This design comes from an exercise in tuning for small area on the open sky130 flow, not from production work. Function was checked by simulation only, so behaviour that the tests miss may differ from the original. Power figures rest on the tool's default switching activity, not on a simulated workload.

### design.v
module CLBP
#(
    parameter INT_WIDTH     = 9,
    parameter FRAC_WIDTH    = 16
)
(
    input                                       clk,
    input                                       rst,
    input                                       enable,
    output reg  [11:0]                          gray_addr,
    output reg                                  gray_OE,
    input       [7:0]                           gray_data,
    output reg  [11:0]                          lbp_addr,
    output reg                                  lbp_WEN,
    output reg  [7:0]                           lbp_data,
    output reg  [(INT_WIDTH+FRAC_WIDTH)-1:0]    theta,  
    output reg                                  theta_valid,
    input       [(INT_WIDTH+FRAC_WIDTH)-1:0]    cos_data,
    input                                       cos_valid,
    input       [(INT_WIDTH+FRAC_WIDTH)-1:0]    sin_data,
    input                                       sin_valid,
    output reg                                  finish
    );  
    parameter state_bit = 4;
    reg [state_bit-1:0] cur_state;
    reg [state_bit-1:0] next_state;
    localparam [state_bit-1:0] UNENABLE = 4'd0;
    localparam [state_bit-1:0] READY = 4'd1;
    localparam [state_bit-1:0] WAIT_AND_READ = 4'd2;
    localparam [state_bit-1:0] BILINEAR_INTERPOLATION = 4'd3;
    localparam [state_bit-1:0] WRITE = 4'd4;
    localparam [state_bit-1:0] FINISH = 4'd5;
    reg [11:0] addr;
    reg [7:0] center_value;
    reg [3:0] counter;
    reg [2:0] k;
    reg signed [(INT_WIDTH+FRAC_WIDTH)-1:0] rx;
    reg signed [(INT_WIDTH+FRAC_WIDTH)-1:0] ry;
    reg signed [(INT_WIDTH+FRAC_WIDTH)-1:0] x_1;
    reg signed [(INT_WIDTH+FRAC_WIDTH)-1:0] x_2;
    reg signed [(INT_WIDTH+FRAC_WIDTH)-1:0] y_1;
    reg signed [(INT_WIDTH+FRAC_WIDTH)-1:0] y_2;
    reg signed [(INT_WIDTH+FRAC_WIDTH)-1:0] tx;
    reg signed [(INT_WIDTH+FRAC_WIDTH)-1:0] ty;
    reg signed [((INT_WIDTH+FRAC_WIDTH)*2)-1:0] w;  
    reg signed [((INT_WIDTH+FRAC_WIDTH)*2+8)-1:0] neighbor;  
    parameter [(INT_WIDTH+FRAC_WIDTH)-1:0] PI = 25'd205887;
    parameter signed [(INT_WIDTH+FRAC_WIDTH)-1:0] ONE = 25'd65536;
    parameter signed [(INT_WIDTH+FRAC_WIDTH)-1:0] ZERO = 25'd0;
	always @(posedge clk or posedge rst) begin
        if (rst) begin
            cur_state <= UNENABLE;
            addr <= 12'd0;
            gray_addr <= 12'd0;
            gray_OE <= 1'd0;
            lbp_addr <= 12'd0;
            lbp_WEN <= 1'd0;
            lbp_data <= 8'd0;
			theta_valid<= 1'd0;
            finish <= 1'd0;
        end
        else begin
            cur_state <= next_state;
            case (cur_state)
                UNENABLE: begin
                    addr <= 12'd0;
                    gray_addr <= 12'd0;
                    gray_OE <= 1'd0;
                    lbp_addr <= 12'd0;
                    lbp_WEN <= 1'd0;
                    lbp_data <= 8'd0;
                    theta_valid<= 1'd0;
                    finish <= 1'd0;
                end
                READY: begin
                    center_value <= 8'd0;  
                    gray_addr <= addr;
                    gray_OE <= 1'd1;
                    theta <= 25'd0;
                    theta_valid <= 1'd0;
                    lbp_addr <= 12'd0;
                    lbp_WEN <= 1'd0;
                    lbp_data <= 8'd0;
                    counter <= 4'd0;
                    k <= 3'd0;
                end
                WAIT_AND_READ: begin
                    if (counter == 4'd1) begin 
                        counter <= 4'd0;  
						center_value <= gray_data;
                    end
                    else
                        counter <= 4'd1;  
                end
                BILINEAR_INTERPOLATION: begin
                    if (counter == 4'd11)
                        counter <= 4'd0;
                    else
                        counter <= counter + 4'd1;
                    case (counter)
                        4'd0: begin
                            theta_valid <= 1'd1;
                            theta <= ((PI << 1) * k) >>> 3;
                            neighbor <= 58'd0;
                        end
                        4'd2: begin
                            if (cos_data == 25'd65535) 
                                rx <= ONE;
                            else if (cos_data == -25'd65535) 
                                rx <= -ONE;
                            else 
                                rx <= cos_data;
                            if (sin_data == 25'd65535) 
                                ry <= ONE;
                            else if (sin_data == -25'd65535)
                                ry <= -ONE;
                            else 
                                ry <= sin_data;
                        end
                        4'd3: begin
                            rx <= rx * 3'd3;  
                            ry <= -(ry * 3'd3);  
                        end
                        4'd4: begin
                            x_1 <= {rx[24:16], 16'd0};
                            x_2 <= (rx[15:0]) ? {rx[24:16] + 9'd1, 16'd0} : rx;
                            y_1 <= {ry[24:16], 16'd0};
                            y_2 <= (ry[15:0]) ? {ry[24:16] + 9'd1, 16'd0} : ry;
                        end
                        4'd5: begin
                            if (x_1[24] == 1'd0 && y_1[24] == 1'd0) begin
                                gray_addr <= addr + {y_1[21:16], x_1[21:16]};
                            end
                            else if (x_1[24] == 1'd1 && y_1[24] == 1'd0) begin
                                gray_addr <= addr + {y_1[21:16], 6'd0} - {4'd0, (~x_1[23:16]+8'd1)};
                            end
                            else if (x_1[24] == 1'd0 && y_1[24] == 1'd1) begin
                                gray_addr <= addr - {(~y_1[23:16]+8'd1) << 6} + {6'd0, x_1[21:16]};
                            end
                            else begin
                                gray_addr <= addr - {(~y_1[23:16]+8'd1) << 6} - {4'd0, (~x_1[23:16]+8'd1)};
                            end
                            tx <= rx - x_1;
                            ty <= ry - y_1;
                        end
                        4'd6: begin
                            if (x_1[24] == 1'd0 && y_2[24] == 1'd0) begin
                                gray_addr <= addr + {y_2[21:16], x_1[21:16]};
                            end
                            else if (x_1[24] == 1'd1 && y_2[24] == 1'd0) begin
                                gray_addr <= addr + {y_2[21:16], 6'd0} - {4'd0, (~x_1[23:16]+8'd1)};
                            end
                            else if (x_1[24] == 1'd0 && y_2[24] == 1'd1) begin
                                gray_addr <= addr - {(~y_2[23:16]+8'd1) << 6} + {6'd0, x_1[21:16]};
                            end
                            else begin
                                gray_addr <= addr - {(~y_2[23:16]+8'd1) << 6} - {4'd0, (~x_1[23:16]+8'd1)};
                            end
                            w <= {25'd0, (ONE - tx)} * {25'd0, (ONE - ty)};
                        end
                        4'd7: begin
                            if (x_2[24] == 1'd0 && y_1[24] == 1'd0) begin
                                gray_addr <= addr + {y_1[21:16], x_2[21:16]};
                            end
                            else if (x_2[24] == 1'd1 && y_1[24] == 1'd0) begin
                                gray_addr <= addr + {y_1[21:16], 6'd0} - {4'd0, (~x_2[23:16]+8'd1)};
                            end
                            else if (x_2[24] == 1'd0 && y_1[24] == 1'd1) begin
                                gray_addr <= addr - {(~y_1[23:16]+8'd1) << 6} + {6'd0, x_2[21:16]};
                            end
                            else begin
                                gray_addr <= addr - {(~y_1[23:16]+8'd1) << 6} - {4'd0, (~x_2[23:16]+8'd1)};
                            end
                            neighbor <= neighbor + gray_data * w[40:16];
                            w <= {25'd0, tx} * {25'd0, (ONE - ty)};
                        end
                        4'd8: begin
                            if (x_2[24] == 1'd0 && y_2[24] == 1'd0) begin
                                gray_addr <= addr + {y_2[21:16], x_2[21:16]};
                            end
                            else if (x_2[24] == 1'd1 && y_2[24] == 1'd0) begin
                                gray_addr <= addr + {y_2[21:16], 6'd0} - {4'd0, (~x_2[23:16]+8'd1)};
                            end
                            else if (x_2[24] == 1'd0 && y_2[24] == 1'd1) begin
                                gray_addr <= addr - {(~y_2[23:16]+8'd1) << 6} + {6'd0, x_2[21:16]};
                            end
                            else begin
                                gray_addr <= addr - {(~y_2[23:16]+8'd1) << 6} - {4'd0, (~x_2[23:16]+8'd1)};
                            end
                            neighbor <= neighbor + gray_data * w[40:16];
                            w <= {25'd0, (ONE - tx)} * {25'd0, ty};
                        end
                        4'd9: begin
                            neighbor <= neighbor + gray_data * w[40:16];
                            w <= {25'd0, tx} * {25'd0, ty};
                        end
                        4'd10: begin
                            neighbor <= neighbor + gray_data * w[40:16]; 
                        end
                        4'd11: begin
                            if (neighbor[15]) begin
                                if ((neighbor[23:16]+8'd1) >= center_value)
                                    lbp_data[k] <= 1'd1;
                            end
                            else begin
                                if (neighbor[23:16] >= center_value)
                                    lbp_data[k] <= 1'd1;
                            end
                            if (k < 3'd7) begin
                                k <= k + 3'd1;
                            end
						end
						default: begin
						end
                    endcase
                end
                WRITE: begin
                    if (k == 3'd0) begin
                        lbp_WEN <= 1'd1;
                        lbp_data <= 8'd0;
                        lbp_addr <= addr;
                    end
                    else begin
                        lbp_WEN <= 1'd1;
                        lbp_addr <= addr;
                    end
                    addr <= addr + 12'd1;
                end
                FINISH: begin
                    finish <= 1'd1;
                end
            endcase
        end
    end
    always @(*) begin
        case (cur_state)
            UNENABLE: begin
                if (enable) 
                    next_state = READY;
                else
                    next_state = UNENABLE;
            end
            READY: begin
                if (addr[11:6] == 6'd0  || addr[11:6] == 6'd1  || addr[11:6] == 6'd2 ||
                        addr[5:0] == 6'd0   || addr[5:0] == 6'd1   || addr[5:0] == 6'd2  || 
                        addr[5:0] == 6'd61  || addr[5:0] == 6'd62  || addr[5:0] == 6'd63 || 
                        addr[11:6] == 6'd61 || addr[11:6] == 6'd62 || addr[11:6] == 6'd63) begin
                    next_state = WRITE;
                end
                else begin
                    next_state = WAIT_AND_READ;
                end
            end
            WAIT_AND_READ: begin
                if (counter == 4'd1)
                    next_state = BILINEAR_INTERPOLATION;
                else
                    next_state = WAIT_AND_READ;
            end
            BILINEAR_INTERPOLATION: begin
                if (k == 3'd7 && counter == 4'd11)
                    next_state = WRITE;
                else
                    next_state = BILINEAR_INTERPOLATION;
            end
            WRITE: begin
                if (addr == 12'd4095) begin
                    next_state = FINISH;
                end 
                else begin
                    next_state = READY;
                end
            end
            FINISH: begin
                next_state = UNENABLE;
            end
            default: begin
                next_state = UNENABLE;
            end
        endcase
    end
endmodule
module HCU(
    input               clk,
    input               rst,
    input               mode,
    input               enable,
    input   [3:0]       gridX,
    input   [3:0]       gridY,
    output  reg         lbp_ren,
    output  reg [11:0]  lbp_addr,
    input       [7:0]   lbp_rdata,
    output  reg         hist_wen_train,
    output  reg [7:0]   hist_wdata_train,
    output  reg [20:0]  hist_addr_train, 
    output  reg         hist_ren_train,
    input   [7:0]       hist_rdata_train,
    output  reg         hist_wen_predict,
    output  reg [7:0]   hist_wdata_predict,
    output  reg [13:0]  hist_addr_predict,
    output  reg         hist_ren_predict,
    input   [7:0]       hist_rdata_predict,
    output  reg         done
    );
	parameter state_bit = 4;
    reg [state_bit-1:0] cur_state;
    reg [state_bit-1:0] next_state;
    localparam [state_bit-1:0] UNENABLE = 4'd0;
    localparam [state_bit-1:0] INITIAL_HIST = 4'd1;
    localparam [state_bit-1:0] INITIAL_HIST_ADDR = 4'd2;
    localparam [state_bit-1:0] INITIAL_HIST_END = 4'd3;
    localparam [state_bit-1:0] SEND_LBP_ADDR = 4'd4;
    localparam [state_bit-1:0] WAIT_LBP_DATA = 4'd5;
    localparam [state_bit-1:0] SEND_HIST_ADDR = 4'd6;
    localparam [state_bit-1:0] WAIT_HIST_DATA = 4'd7;
    localparam [state_bit-1:0] WRITE_HIST_DATA = 4'd8;
    localparam [state_bit-1:0] NEXT_ADDR = 4'd9;
    reg [11:0] lbp_addr_counter; 
    reg [20:0] hist_addr_counter; 
    always @(posedge clk or posedge rst) begin
        if (rst) begin
            cur_state <= UNENABLE;
            lbp_ren <= 1'd0;
            lbp_addr <= 12'd0;
            hist_wen_train <= 1'd0;
            hist_wdata_train <= 8'd0;
            hist_addr_train <= 21'd0;
            hist_ren_train <= 1'd0;
            hist_wen_predict <= 1'd0;
            hist_wdata_predict <= 8'd0;
            hist_addr_predict <= 14'd0;
            hist_ren_predict <= 1'd0;
            lbp_addr_counter <= 12'd0;
            hist_addr_counter <= 21'd0;
			done <= 1'd0;
        end
        else begin
            cur_state <= next_state;
            case (cur_state)
                UNENABLE: begin
                    lbp_ren <= 1'd0;
                    lbp_addr <= 12'd0;
                    done <= 1'd0;
                    if (mode) begin
                        hist_addr_counter <= 21'd0;
                        hist_addr_predict <= hist_addr_counter;
                    end
                    else begin
                        hist_addr_train <= hist_addr_counter;
                    end
                end
                INITIAL_HIST: begin
                    if (mode) begin
                        hist_wen_predict <= 1'd1;
                        hist_wdata_predict <= 8'd0;
                    end
                    else begin
                        hist_wen_train <= 1'd1;
                        hist_wdata_train <= 8'd0;
                    end
                end
                INITIAL_HIST_ADDR: begin
                    if (mode) begin
                        hist_addr_predict <= hist_addr_predict + 14'd1;
                    end
                    else begin
                        hist_addr_train <= hist_addr_train + 21'd1;
                    end
                end
                INITIAL_HIST_END: begin
                    if (mode) begin
                        hist_wen_predict <= 1'd0;
                    end
                    else begin
                        hist_wen_train <= 1'd0;
                    end
                end
                SEND_LBP_ADDR: begin
                    lbp_ren <= 1'd1;
                end
                SEND_HIST_ADDR: begin
                    lbp_ren <= 1'd0;
                    if (mode) begin
                        hist_addr_predict <= hist_addr_counter[13:0] + {6'd0, lbp_rdata}; 
                    end
                    else begin
                        hist_addr_train <= hist_addr_counter + {13'd0, lbp_rdata}; 
                    end
                end
                WAIT_HIST_DATA: begin
                    if (mode) begin
                        hist_ren_predict <= 1'd1;
                    end
                    else begin
                        hist_ren_train <= 1'd1;
                    end
                end
                WRITE_HIST_DATA: begin
                    if (mode) begin
                        hist_ren_predict <= 1'd0;
                        hist_wen_predict <= 1'd1;
                        hist_wdata_predict <= hist_rdata_predict + 8'd1;
                    end
                    else begin
                        hist_ren_train <= 1'd0;
                        hist_wen_train <= 1'd1;
                        hist_wdata_train <= hist_rdata_train + 8'd1;
                    end
                end
                NEXT_ADDR: begin
                    if (mode) begin
                        hist_wen_predict <= 1'd0; 
                    end
                    else begin
                        hist_wen_train <= 1'd0; 
                    end
                    if (lbp_addr == 12'd4095) begin 
                        lbp_addr <= lbp_addr + 12'd1;
                        lbp_addr_counter <= lbp_addr + 12'd1;
                        hist_addr_counter <= hist_addr_counter + 21'd256; 
                        done <= 1'd1;
                    end
                    else if (lbp_addr[8:0] == 9'd511) begin 
                        lbp_addr <= lbp_addr + 12'd1;
                        lbp_addr_counter <= lbp_addr + 12'd1;
                        hist_addr_counter <= hist_addr_counter + 21'd256; 
                    end
                    else if (lbp_addr[8:0] == lbp_addr_counter[8:0] + 9'd455) begin 
                        lbp_addr <= lbp_addr_counter + 12'd8;
                        lbp_addr_counter <= lbp_addr_counter + 12'd8;
                        hist_addr_counter <= hist_addr_counter + 21'd256; 
                    end
                    else if (lbp_addr[2:0] == lbp_addr_counter[2:0] + 3'd7) begin 
                        lbp_addr <= lbp_addr + 12'd57;
                    end
                    else begin 
                        lbp_addr <= lbp_addr + 12'd1;
                    end
                end
                default: ;
            endcase
        end
    end
    always @(*) begin
        case (cur_state)
            UNENABLE: begin
                if (enable) 
                    next_state = INITIAL_HIST;
                else
                    next_state = UNENABLE;
            end
            INITIAL_HIST: begin
                if (mode) begin
                    if (hist_addr_predict == 14'd16383) begin
                        next_state = INITIAL_HIST_END;
                    end
                    else begin
                        next_state = INITIAL_HIST_ADDR;
                    end
                end
                else begin
                    if (hist_addr_train == hist_addr_counter + 21'd16383) begin
                        next_state = INITIAL_HIST_END;
                    end
                    else begin
                        next_state = INITIAL_HIST_ADDR;
                    end
                end
            end
            INITIAL_HIST_ADDR: begin
                next_state = INITIAL_HIST;
            end
            INITIAL_HIST_END: begin
                next_state = SEND_LBP_ADDR;
            end
            SEND_LBP_ADDR: begin
                next_state = SEND_HIST_ADDR;
            end
            SEND_HIST_ADDR: begin
                next_state = WAIT_HIST_DATA;
            end
            WAIT_HIST_DATA: begin
                next_state = WRITE_HIST_DATA;
            end
            WRITE_HIST_DATA: begin
                next_state = NEXT_ADDR;
            end
            NEXT_ADDR: begin
                if (lbp_addr == 12'd4095) begin 
                    next_state = UNENABLE;
                end
                else begin
                    next_state = SEND_LBP_ADDR;
                end
            end
            default: begin
                next_state = UNENABLE;
            end
        endcase
    end
endmodule
module DCU(
    input               clk,
    input               rst,
    input               enable,
    input   [20:0]      hist_addr_offset,
    output  reg [20:0]  hist_addr_train,
    output  reg         hist_ren_train,
    input   [7:0]       hist_rdata_train, 
    output  reg [13:0]  hist_addr_predict,
    output  reg         hist_ren_predict,
    input   [7:0]       hist_rdata_predict, 
    output  reg [17:0]  distance, 
    output  reg         valid
);
    parameter state_bit = 3;
    reg [state_bit-1:0] cur_state;
    reg [state_bit-1:0] next_state;
    localparam [state_bit-1:0] UNENABLE = 3'd0;
    localparam [state_bit-1:0] INITIAL_HIST_ADDR = 3'd1;
    localparam [state_bit-1:0] WAIT_HIST_DATA = 3'd2;
    localparam [state_bit-1:0] CAL_DISTANCE = 3'd3;
    localparam [state_bit-1:0] FINISH = 3'd4;
    always @(posedge clk or posedge rst) begin
        if (rst) begin
            cur_state <= UNENABLE;
            hist_addr_train <= 21'd0;
            hist_ren_train <= 1'd0;
            hist_addr_predict <= 14'd0;
            hist_ren_predict <= 1'd0;
            distance <= 18'd0;
            valid <= 1'd0;
        end
        else begin
            cur_state <= next_state;
            case (cur_state)
                UNENABLE: begin
                    hist_addr_train <= 21'd0; 
                    hist_ren_train <= 1'd0;
                    hist_addr_predict <= 14'd0;
                    hist_ren_predict <= 1'd0;
                    distance <= 18'd0;
                    valid <= 1'd0;
                end
                INITIAL_HIST_ADDR: begin 
                    hist_addr_train <= hist_addr_offset;
                end
                WAIT_HIST_DATA: begin
                    hist_ren_train <= 1'd1;
                    hist_ren_predict <= 1'd1;
                end
                CAL_DISTANCE: begin
                    hist_addr_train <= hist_addr_train + 21'd1;
                    hist_ren_train <= 1'd0;
                    hist_addr_predict <= hist_addr_predict + 14'd1;
                    hist_ren_predict <= 1'd0;
                    distance <= distance + ((hist_rdata_predict - hist_rdata_train) * (hist_rdata_predict - hist_rdata_train));
                end
                FINISH: begin
                    valid <= 1'd1;
                end
                default: ;
            endcase
        end
    end
    always @(*) begin
        case (cur_state)
            UNENABLE: begin
                if (enable) begin
                    next_state = INITIAL_HIST_ADDR;
                end
                else begin
                    next_state = UNENABLE;
                end
            end
            INITIAL_HIST_ADDR: begin
                next_state = WAIT_HIST_DATA;
            end
            WAIT_HIST_DATA: begin 
                next_state = CAL_DISTANCE;
            end
            CAL_DISTANCE: begin
                if (hist_addr_predict == 14'd16383) begin
                    next_state = FINISH;
                end
                else begin
                    next_state = WAIT_HIST_DATA;
                end
            end
            FINISH: begin
                next_state = UNENABLE;
            end
            default: begin
                next_state = UNENABLE;
            end
        endcase
    end
endmodule   
module Comparator(
    input                   clk,
    input                   rst,
    input                   enable,
    input   [7:0]           histcount,
    input                   dcu_valid,
    input   [17:0]          distance,
    input   [4:0]           id,
    output  reg             id_ren,
    output  reg [7:0]       id_counter, 
    output  reg             dcu_enable,
    output  reg [4:0]       label,
    output  reg [17:0]      minDistance,
    output  reg [20:0]      hist_addr_offset,
    output  reg             done
);
    parameter state_bit = 3;
    reg [state_bit-1:0] cur_state;
    reg [state_bit-1:0] next_state;
    localparam [state_bit-1:0] UNENABLE = 3'd0;
    localparam [state_bit-1:0] DCU_ENABLE = 3'd1;
    localparam [state_bit-1:0] DCU_PROC = 3'd2;
    always @(posedge clk or posedge rst) begin
        if (rst) begin
            cur_state <= UNENABLE;
            id_ren <= 1'd0;
            id_counter <= 8'd0;
            label <= 5'd0;
            minDistance <= 18'd0;
            hist_addr_offset <= 21'd0;
            done <= 1'd0;
        end
        else begin
            cur_state <= next_state;
            case (cur_state)
                UNENABLE: begin
                    id_ren <= 1'd0;
                    id_counter <= 8'd0;
                    minDistance <= 18'd262143; 
                    hist_addr_offset <= 21'd0;
                    done <= 1'd0;
                end
                DCU_ENABLE: begin
                    hist_addr_offset <= {id_counter[6:0], 14'd0}; 
                    id_ren <= 1'd1;
                end
                DCU_PROC: begin
                    if (dcu_valid) begin
                        if (distance < minDistance) begin
                            minDistance <= distance; 
                            label <= id;
                        end
                        if (id_counter + 8'd1 == histcount) begin
                            done <= 1'd1;
                        end
                        id_ren <= 1'd0;
                        id_counter <= id_counter + 8'd1;
                    end
                end
                default: ;
            endcase
        end
    end
    always @(*) begin
        case (cur_state)
            UNENABLE: begin
                if (enable) begin
                    next_state = DCU_ENABLE;
                end
                else begin
                    next_state = UNENABLE;
                end
            end
            DCU_ENABLE: begin
                next_state = DCU_PROC;
            end
            DCU_PROC: begin
                if (dcu_valid) begin
                    if (id_counter + 8'd1 == histcount) begin
                        next_state = UNENABLE;
                    end
                    else begin
                        next_state = DCU_ENABLE;
                    end
                end
                else begin
                    next_state = DCU_PROC;
                end
            end
            default: next_state = UNENABLE;
        endcase
    end
    always @(*) begin
        case (cur_state)
            DCU_ENABLE: dcu_enable = 1'd1;
            default: dcu_enable = 1'd0;
        endcase
    end
endmodule
module Controller(
    input               clk,
    input               rst,
    input               mode,
    input               enable,
    input               valid,
    input   [4:0]       id,
    output  reg [7:0]   id_addr,
    output  reg [4:0]   id_wdata,
    output  reg         id_wen,
	output	reg			lbp_enable,
	input   			lbp_finish,
	output  reg			ram_clbp,
    input   [3:0]       gridX_i,     
    input   [3:0]       gridY_i,        
    output  reg         hcu_enable,
    output  reg [3:0]   gridX_o,
    output  reg [3:0]   gridY_o,  
    input               hcu_finish,      
    input               comparator_finish,
    output  reg         comparator_enable,
    output  reg         ram_comp
);
    parameter state_bit = 3;
    reg [state_bit-1:0] cur_state;
    reg [state_bit-1:0] next_state;
    localparam [state_bit-1:0] UNENABLE = 3'd0;
    localparam [state_bit-1:0] CLBP_ENABLE = 3'd1;
    localparam [state_bit-1:0] CLBP_PROC = 3'd2;
    localparam [state_bit-1:0] HCU_TRAIN_ENABLE = 3'd3;
    localparam [state_bit-1:0] HCU_TRAIN_PROC = 3'd4;
    localparam [state_bit-1:0] WAIT_ID_VALID = 3'd5;
    localparam [state_bit-1:0] COMPARATOR_ENABLE = 3'd6;
    localparam [state_bit-1:0] COMPARATOR_PROC = 3'd7;
    always @(posedge clk or posedge rst) begin
        if (rst) begin
            cur_state <= UNENABLE;
            gridX_o <= 4'd0; 
            gridY_o <= 4'd0; 
            id_addr <= 8'd0;
            id_wdata <= 5'd0;
            id_wen <= 1'd0;
        end
        else begin
            cur_state <= next_state;
            case (cur_state)
                UNENABLE: begin
                    gridX_o <= 4'd8; 
                    gridY_o <= 4'd8; 
                    id_wdata <= id; 
                end
                CLBP_ENABLE: begin
                    if (mode == 1'd0) begin
                        id_wen <= 1'd1;
                    end
                end
                CLBP_PROC: begin
                    if (mode == 1'd0) begin
                        id_wen <= 1'd0;
                    end
                end
                HCU_TRAIN_ENABLE: begin
                    if (mode == 1'd0) begin
                        id_addr <= id_addr + 8'd1;
                    end
                end
                HCU_TRAIN_PROC: begin
                end
                WAIT_ID_VALID: begin
                    id_wdata <= id; 
                end
                COMPARATOR_ENABLE: begin
                end
                COMPARATOR_PROC: begin
                end
                default: ;
            endcase
        end
    end
    always @(*) begin
        case (cur_state)
            UNENABLE: begin
                if (enable) begin
                    next_state = CLBP_ENABLE;
                end
                else begin
                    next_state = UNENABLE;
                end
            end
            CLBP_ENABLE: begin
				next_state = CLBP_PROC;
            end
            CLBP_PROC: begin
                if (lbp_finish) begin
                    next_state = HCU_TRAIN_ENABLE;
                end
                else begin
                    next_state = CLBP_PROC;
                end
            end
            HCU_TRAIN_ENABLE: begin
                next_state = HCU_TRAIN_PROC;
            end
            HCU_TRAIN_PROC: begin
                if (hcu_finish) begin
                    next_state = WAIT_ID_VALID;
                end
                else begin
                    next_state = HCU_TRAIN_PROC;
                end
            end
            WAIT_ID_VALID: begin
                if (mode) begin
                    next_state = COMPARATOR_ENABLE;
                end
                else begin
                    next_state = CLBP_ENABLE;
                end
            end
            COMPARATOR_ENABLE: begin
                next_state = COMPARATOR_PROC;
            end
            COMPARATOR_PROC: begin
                if (comparator_finish) begin
                    next_state = CLBP_ENABLE;
                end
                else begin
                    next_state = COMPARATOR_PROC;
                end
            end
            default: next_state = UNENABLE;
        endcase
    end
    always @(*) begin
        case (cur_state)
            CLBP_ENABLE: begin
                lbp_enable = 1'd1;
            end
            default: begin
                lbp_enable = 1'd0;
            end
        endcase
    end
    always @(*) begin
        case (cur_state)
            HCU_TRAIN_ENABLE, HCU_TRAIN_PROC: ram_clbp = 1'd1;
            default: ram_clbp = 1'd0;
        endcase
    end
    always @(*) begin
        case (cur_state)
            HCU_TRAIN_ENABLE: hcu_enable = 1'd1;
            default: hcu_enable = 1'd0;
        endcase
    end
    always @(*) begin
        case (cur_state)
            COMPARATOR_ENABLE: comparator_enable = 1'd1;
            default: comparator_enable = 1'd0;
        endcase
    end
    always @(*) begin
        case (cur_state)
            COMPARATOR_ENABLE, COMPARATOR_PROC: ram_comp = 1'd1;
            default: ram_comp = 1'd0;
        endcase
    end
endmodule
module top(
    input           clk,
    input           rst,
    input           enable,
    input           mode,
    input           valid, 
    input   [4:0]   id,
    input   [3:0]   gridX,
    input   [3:0]   gridY,
	output 	[11:0]	gray_addr,
	output			gray_ren,
	input	[7:0]	gray_rdata,
    output  [11:0]  lbp_addr,
    output          lbp_wen,
	output			lbp_ren,
    input   [7:0]   lbp_rdata,
	output	[7:0] 	lbp_wdata,
	output	[24:0]	theta,
	output			theta_valid,
	input	[24:0]	cos_data,
	input			cos_valid,
	input	[24:0]	sin_data,
	input			sin_valid,
	output			lbp_finish,
    output  [7:0]   id_addr,
    output  [4:0]   id_wdata,
    output          id_wen,
    output          id_ren,
    input   [4:0]   id_rdata,
    output  [20:0]  hist_addr_train,
    output  [7:0]   hist_wdata_train,
    output          hist_wen_train,
    output          hist_ren_train,
    input   [7:0]   hist_rdata_train,
    output  [13:0]  hist_addr_predict,
    output  [7:0]   hist_wdata_predict,
    output          hist_wen_predict,
    output          hist_ren_predict,
    input   [7:0]   hist_rdata_predict,  
    output          hcu_finish,
    output          done,
    output  [4:0]   label,
    output  [17:0]  minDistance
);
    wire clbp_enable;
    wire [11:0] clbp_lbp_addr;
    wire clbp_lbp_wen;
    wire [7:0] clbp_lbp_wdata;
    wire hcu_enable;
    wire hcu_lbp_ren;
    wire [11:0] hcu_lbp_addr;
    wire [20:0] hcu_hist_addr_train;
    wire hcu_hist_ren_train;
    wire [13:0] hcu_hist_addr_predict;
    wire hcu_hist_ren_predict;
    wire [3:0] gridX_o;
    wire [3:0] gridY_o;
    wire dcu_enable;
    wire [20:0] dcu_hist_addr_train;
    wire dcu_hist_ren_train;
    wire [13:0] dcu_hist_addr_predict;
    wire dcu_hist_ren_predict;
    wire comparator_finish;
    wire comparator_enable;
    wire ram_comp;
    wire ram_clbp;
    wire [7:0] controller_id_addr;
    wire [7:0] comparator_id_addr;
    wire [20:0] hist_addr_offset;
    wire [17:0] distance;
    wire dcu_valid;
    CLBP M1(.clk(clk), .rst(rst), .enable(clbp_enable), 
            .gray_addr(gray_addr), .gray_OE(gray_ren), .gray_data(gray_rdata),
            .lbp_addr(clbp_lbp_addr), .lbp_WEN(clbp_lbp_wen), .lbp_data(clbp_lbp_wdata), 
            .theta(theta), .theta_valid(theta_valid),
            .cos_data(cos_data), .cos_valid(cos_valid), .sin_data(sin_data), .sin_valid(sin_valid),
            .finish(lbp_finish));
    HCU M2(.clk(clk), .rst(rst), .mode(mode), .enable(hcu_enable), .gridX(gridX_o), .gridY(gridY_o), 
           .lbp_ren(hcu_lbp_ren), .lbp_addr(hcu_lbp_addr), .lbp_rdata(lbp_rdata), 
           .hist_wen_train(hist_wen_train), .hist_wdata_train(hist_wdata_train), .hist_addr_train(hcu_hist_addr_train), .hist_ren_train(hcu_hist_ren_train), .hist_rdata_train(hist_rdata_train),
           .hist_wen_predict(hist_wen_predict), .hist_wdata_predict(hist_wdata_predict), .hist_addr_predict(hcu_hist_addr_predict), .hist_ren_predict(hcu_hist_ren_predict), .hist_rdata_predict(hist_rdata_predict),
           .done(hcu_finish));
    Controller M3(.clk(clk), .rst(rst), .mode(mode), .enable(enable), .valid(valid),
                  .id(id), .id_addr(controller_id_addr), .id_wdata(id_wdata), .id_wen(id_wen),
                  .lbp_enable(clbp_enable), .lbp_finish(lbp_finish), .ram_clbp(ram_clbp),
                  .gridX_i(gridX), .gridY_i(gridY), .hcu_enable(hcu_enable), .gridX_o(gridX_o), .gridY_o(gridY_o), .hcu_finish(hcu_finish),      
                  .comparator_finish(done), .comparator_enable(comparator_enable), .ram_comp(ram_comp));
    DCU M4(.clk(clk), .rst(rst), .enable(dcu_enable), .hist_addr_offset(hist_addr_offset),
           .hist_addr_train(dcu_hist_addr_train), .hist_ren_train(dcu_hist_ren_train), .hist_rdata_train(hist_rdata_train),
           .hist_addr_predict(dcu_hist_addr_predict), .hist_ren_predict(dcu_hist_ren_predict), .hist_rdata_predict(hist_rdata_predict), 
           .distance(distance), .valid(dcu_valid));
    Comparator M5(.clk(clk), .rst(rst), .enable(comparator_enable),
                  .histcount(controller_id_addr), .dcu_valid(dcu_valid), .distance(distance),
                  .id(id_rdata), .id_ren(id_ren), .id_counter(comparator_id_addr), 
                  .dcu_enable(dcu_enable), .label(label), .minDistance(minDistance), .hist_addr_offset(hist_addr_offset), .done(done));
    assign lbp_addr = (ram_clbp) ? hcu_lbp_addr : clbp_lbp_addr;
    assign lbp_wen = (ram_clbp) ? 1'd0 : clbp_lbp_wen;
    assign lbp_wdata = (ram_clbp) ? 8'd0 : clbp_lbp_wdata;
    assign lbp_ren = (ram_clbp) ? hcu_lbp_ren : 1'd0;
    assign hist_addr_train = (ram_comp) ? dcu_hist_addr_train : hcu_hist_addr_train;
    assign hist_ren_train = (ram_comp) ? dcu_hist_ren_train : hcu_hist_ren_train;
    assign hist_addr_predict = (ram_comp) ? dcu_hist_addr_predict : hcu_hist_addr_predict;
    assign hist_ren_predict = (ram_comp) ? dcu_hist_ren_predict : hcu_hist_ren_predict;
    assign id_addr = (ram_comp) ? comparator_id_addr : controller_id_addr;
endmodule
### run.sh
#!/bin/bash
# synth_recipe.tcl (not shown) runs the flow's synth.tcl, then flattens the netlist and writes it again
# the make line also repeats each setting of config.mk as NAME=value (left out here)
make -C /OpenROAD-flow-scripts/flow DESIGN_CONFIG=/design/flow/config.mk WORK_HOME=/design/flow/orfs CLKGATE_MAP_FILE= SYNTH_SCRIPT=/design/flow/synth_recipe.tcl finish
### config.mk
export PLATFORM = sky130hd
export DESIGN_NAME = top
export DESIGN_NICKNAME = top
export VERILOG_FILES = /design/flow/design.v
export SDC_FILE = /design/flow/constraint.sdc
export NUM_CORES = 4
export LEC_CHECK = 0
export CAP_MARGIN = 20
export CORE_MARGIN = 2
export CORE_UTILIZATION = 40
export SLEW_MARGIN = 20
### constraint.sdc
create_clock -name core_clock -period 12.0 [get_ports {clk}]
set_input_delay 2.4000 -clock core_clock [delete_from_list [all_inputs] [get_ports {clk}]]
set_output_delay 2.4000 -clock core_clock [all_outputs]
set_load 0.01 [all_outputs]
==> flow_metrics.py <==
metrics = {
    "yosys": {
        "syn_inst": 12700,
        "yosys-mux-area-fraction": 0.00871,
        "synth_top_family_by_area": "adder cells",
        "synth-seq-cells": 476,
        "yosys_warnings": 5,
        "synthAdderAreaFrac": 0.483,
        "synth_flop_cell": "dfrtp_1",
        "synth_compound_area_frac": 0.0795,
        "synth_edf_count": 210,
        "synth_simple_gate_area_frac": 0.158,
        "netlist_area_um2": 113000,
        "yosysSeqAreaShare": 0.115,
        "async_flop_share": 0.559,
        "synth_cell_types": 94,
        "synth_xor_area_frac": 0.0481,
        "syn_avg_cell_area_um2": 8.85,
    },
    "worst_setup_path": {
        "worst_path_most_repeated_cell": "fa_1",
        "r2r-end": "M1.w[36]",
        "critPathMaxFanout": 15,
        "rrSetupSlack_ns": 0.51,
        "critPathRequiredTime_ns": 12.34,
        "path_class": "reg -> reg",
        "critical_path.startpoint": "M1.ty[0]",
        "rr_startpoint": "M1.ty[0]",
        "slowest_stage": "or4_1",
        "crit_arrival_ns": 11.83,
        "max_stage_delay_ns": 0.90,
        "crit_end": "M1.w[36]",
        "end_kind": "flip-flop",
        "r2r_cells": 31,
        "cp-start-kind": "flip-flop",
    },
    "cells_and_area": {
        "fillers": 27600,
        "finish.utilization": 0.436,
        "final_cell_mix": "inv_1, fa_1, nand2_1",
        "diodes": 0,
        "syn_to_final_growth_pct": 8.21,
        "final_common_cell": "inv_1",
        "stdcell_count": 16400,
        "drive_above_1_share": 0.0420,
        "final_nets": 15800,
    },
    "timing": {
        "setup_slack_ns": 0.511,
        "max_slew_margin": 0.0822,
        "worst_pin_slew_ns": 1.36,
        "rsz0062_at_grt": "false",
        "fmax_ghz": 0.0870,
        "slew_violations": 0,
        "worst_hold_slack_ns": 0.445,
        "min_period_ns": 11.49,
        "fin_skew_ns": 0.0836,
        "setup_violations": 0,
        "finalCritPeriodShare": 0.957,
        "finalSetupTns_ns": 0,
        "hold_viol": 0,
    },
    "run": {
        "maxCapViolations": 0,
    },
    "floorplan": {
        "die_area_um2": 286000,
        "pin_count": 264,
        "start_util": 0.403,
        "dieWidth_um": 535,
        "dieHeight_um": 535,
        "core_area_um2": 280000,
        "num_rows": 194,
    },
    "clock_tree": {
        "cts_tree": "built",
        "cts_buffers": 58,
        "post_cts_buffers": 0,
        "htree_levels": 2,
        "clk-insertion-delay-late_ns": 0.70,
        "clk_transition_reported_paths_ns": 0.06,
        "cts_num_sinks": 476,
        "ctsLongestPathBuffers": 3,
        "cts_root_buffer": "clkbuf_16",
        "postCtsHoldBufs": 0,
        "cts_resized": 0,
    },
    "grt": {
        "grt_pass1_wl_um": 538000,
        "grt_usage": 0.243,
        "grt_overflow": 0,
        "grt_pass1_vias": 89000,
        "grt_antenna_before_repair": 14,
        "grt_max_degree": 161,
    },
    "status": {
        "outcome": "no timing/DRC/antenna violations",
    },
    "pwr": {
        "peakVddDrop_v": 0.000773,
        "p_per_area_nw_per_um2": 91.8,
        "leakage_nw": 59.3,
    },
    "placement": {
        "io_buffers": 245,
        "place_hpwl_um": 266000,
        "gp_congestion": 0.953,
        "pre_cts_ws_ns": 0.995,
        "dp.cells": 16300,
    },
    "route": {
        "first_pass_iters": 6,
        "drtIter0Drc": 6811,
        "via_per_inst": 5.28,
        "wl_um": 342000,
        "ant_nets": 0,
        "wire_per_inst_um": 20.9,
        "drc_errors": 0,
        "vias": 86600,
    },
    "min_path": {
        "hold_class": "reg -> reg",
    },
}
==> area by class of cell <==
| type | instances | area, µm² | area share |
|---|---|---|---|
| clock inverters | 29 | 362 | 0.00297 |
| inverters | 2549 | 9580 | 0.0785 |
| flip-flops and latches | 476 | 13000 | 0.106 |
| well taps | 3724 | 4660 | 0.0382 |
| repair buffers | 497 | 4520 | 0.0371 |
| multi-input cells | 9034 | 88100 | 0.723 |
| clock buffers | 80 | 1710 | 0.0140 |
==> power breakdown <==
| part | switching [mW] | internal [mW] |
|---|---|---|
| registers | 0.248 | 1.91 |
| logic | 3.88 | 3.23 |
| clock network | 0.806 | 1.11 |
| total | 4.94 | 6.25 |
==> worst min path at each step <==
stage                     startpoint        end  slack, ns  cells past startpoint
after floorplan            M1.ry[10]  M1.ty[10]       0.43                      0
final                       M1.ry[7]   M1.ty[7]       0.45                      0
after global placement      M1.ry[5]   M1.ty[5]       0.43                      0
after CTS                   M1.ry[7]   M1.ty[7]       0.45                      0
after detailed placement    M1.ry[5]   M1.ty[5]       0.43                      0
after global routing        M1.ry[7]   M1.ty[7]       0.45                      0
==> registers in the layout (all words and copies together), names as in the netlist, 12 cells and up <==
name and flops:
M1.rx 25, M1.ry 25, M1.tx 25, M1.ty 25, M1.neighbor 24, M1.w 24, M2.hist_addr_train 21, M4.hist_addr_train 21
M4.distance 18, M5.minDistance 18, M2.hist_addr_predict 14, M4.hist_addr_predict 14, M1.theta 13, M2.hist_addr_counter 13, M1.addr 12, M1.gray_addr 12
M1.lbp_addr 12, M2.lbp_addr 12, M2.lbp_addr_counter 12
==> Yosys cell counts, drive strengths merged (14+ instances only) <==
library cell | n | area share
inv | 2544 | 0.085
fa | 2147 | 0.38
nand2 | 2026 | 0.068
ha | 911 | 0.10
and2 | 671 | 0.037
clkbuf | 602 | 0.020
nor2 | 466 | 0.016
o21ai | 410 | 0.018
xnor2 | 379 | 0.029
a21oi | 361 | 0.016
dfrtp | 266 | 0.059
xor2 | 217 | 0.017
edfxtp | 210 | 0.056
nand3 | 147 | 0.0065
a21o | 112 | 0.0075
nor3 | 100 | 0.0045
and3 | 92 | 0.0051
mux2 | 72 | 0.0072
buf | 71 | 0.0031
nand2b | 63 | 0.0035
a31oi | 60 | 0.0033
nand4 | 59 | 0.0033
nor2b | 57 | 0.0032
a22o | 45 | 0.0035
a211oi | 40 | 0.0027
nor4 | 40 | 0.0027
o22ai | 40 | 0.0022
o211ai | 38 | 0.0025
o21a | 38 | 0.0025
o31ai | 36 | 0.0024
or3 | 36 | 0.0020
o21bai | 32 | 0.0021
o22a | 28 | 0.0022
or2 | 23 | 0.0013
a21boi | 21 | 0.0014
a211o | 18 | 0.0014
mux2i | 17 | 0.0015
nand3b | 17 | 0.0011
and4 | 14 | 0.0011
==> per-layer routing <==
metal | global-route usage | share of wire | vias to the layer above
met5 | 0 | 0.00012 | -
met4 | 0.0896 | 0.045 | 6
met3 | 0.0407 | 0.080 | 530
met2 | 0.378 | 0.44 | 3237
met1 | 0.342 | 0.43 | 44000
li1 | - | - | 38800
==> through the flow <==
stage	instance area [µm²]	power [mW]
global placement	120000	9.29
floorplan	113000	7.63
global route	122000	12.4
finish	122000	11.2
CTS	122000	11.4
detailed placement	120000	9.32
==> worst max-delay path, delay by kind of cell, from the launching register on <==
kind	cells	cell delay, ns
xor gates and xnor gates	1	0.28
and+or+nand+nor	7	2.65
buffers and inverters	5	0.53
adders and majority gates	9	4.06
DFF	1	0.59
AOI/OAI and AO/OA	9	3.00
==> kinds of logic after synthesis <==
kind of cell | Yosys count
AOI/OAI and AO/OA | 1421
and+or+nand+nor | 3854
other | 1
buffers and inverters | 3222
xor gates and xnor gates | 605
DFF | 476
muxes | 89
adders and majority gates | 3058

==> afterwards: timing with drivers on the ports <==
Ports are ideal in the flow. The routed layout listed here was re-timed in OpenROAD. Step 1 assumes that a clkbuf_16 drives the clock port and a buf_2 every other input. Step 2 also shifts input and output timing later by t, the mid clock arrival at the registers, as if the neighbouring blocks saw the same clock. Slacks: ideal / step 1 / step 2; pairs: ideal / step 1.
t (ns): 0.746
setup WS [ns]: 0.511 / 0.511 / 0.511
worst register clock-pin slew, ns: 0.08 / 0.08
After both steps setup and hold are still met in this run. For this run, drivers alone change the setup slack by 0.000 ns; drivers and shift together by 0.000 ns.
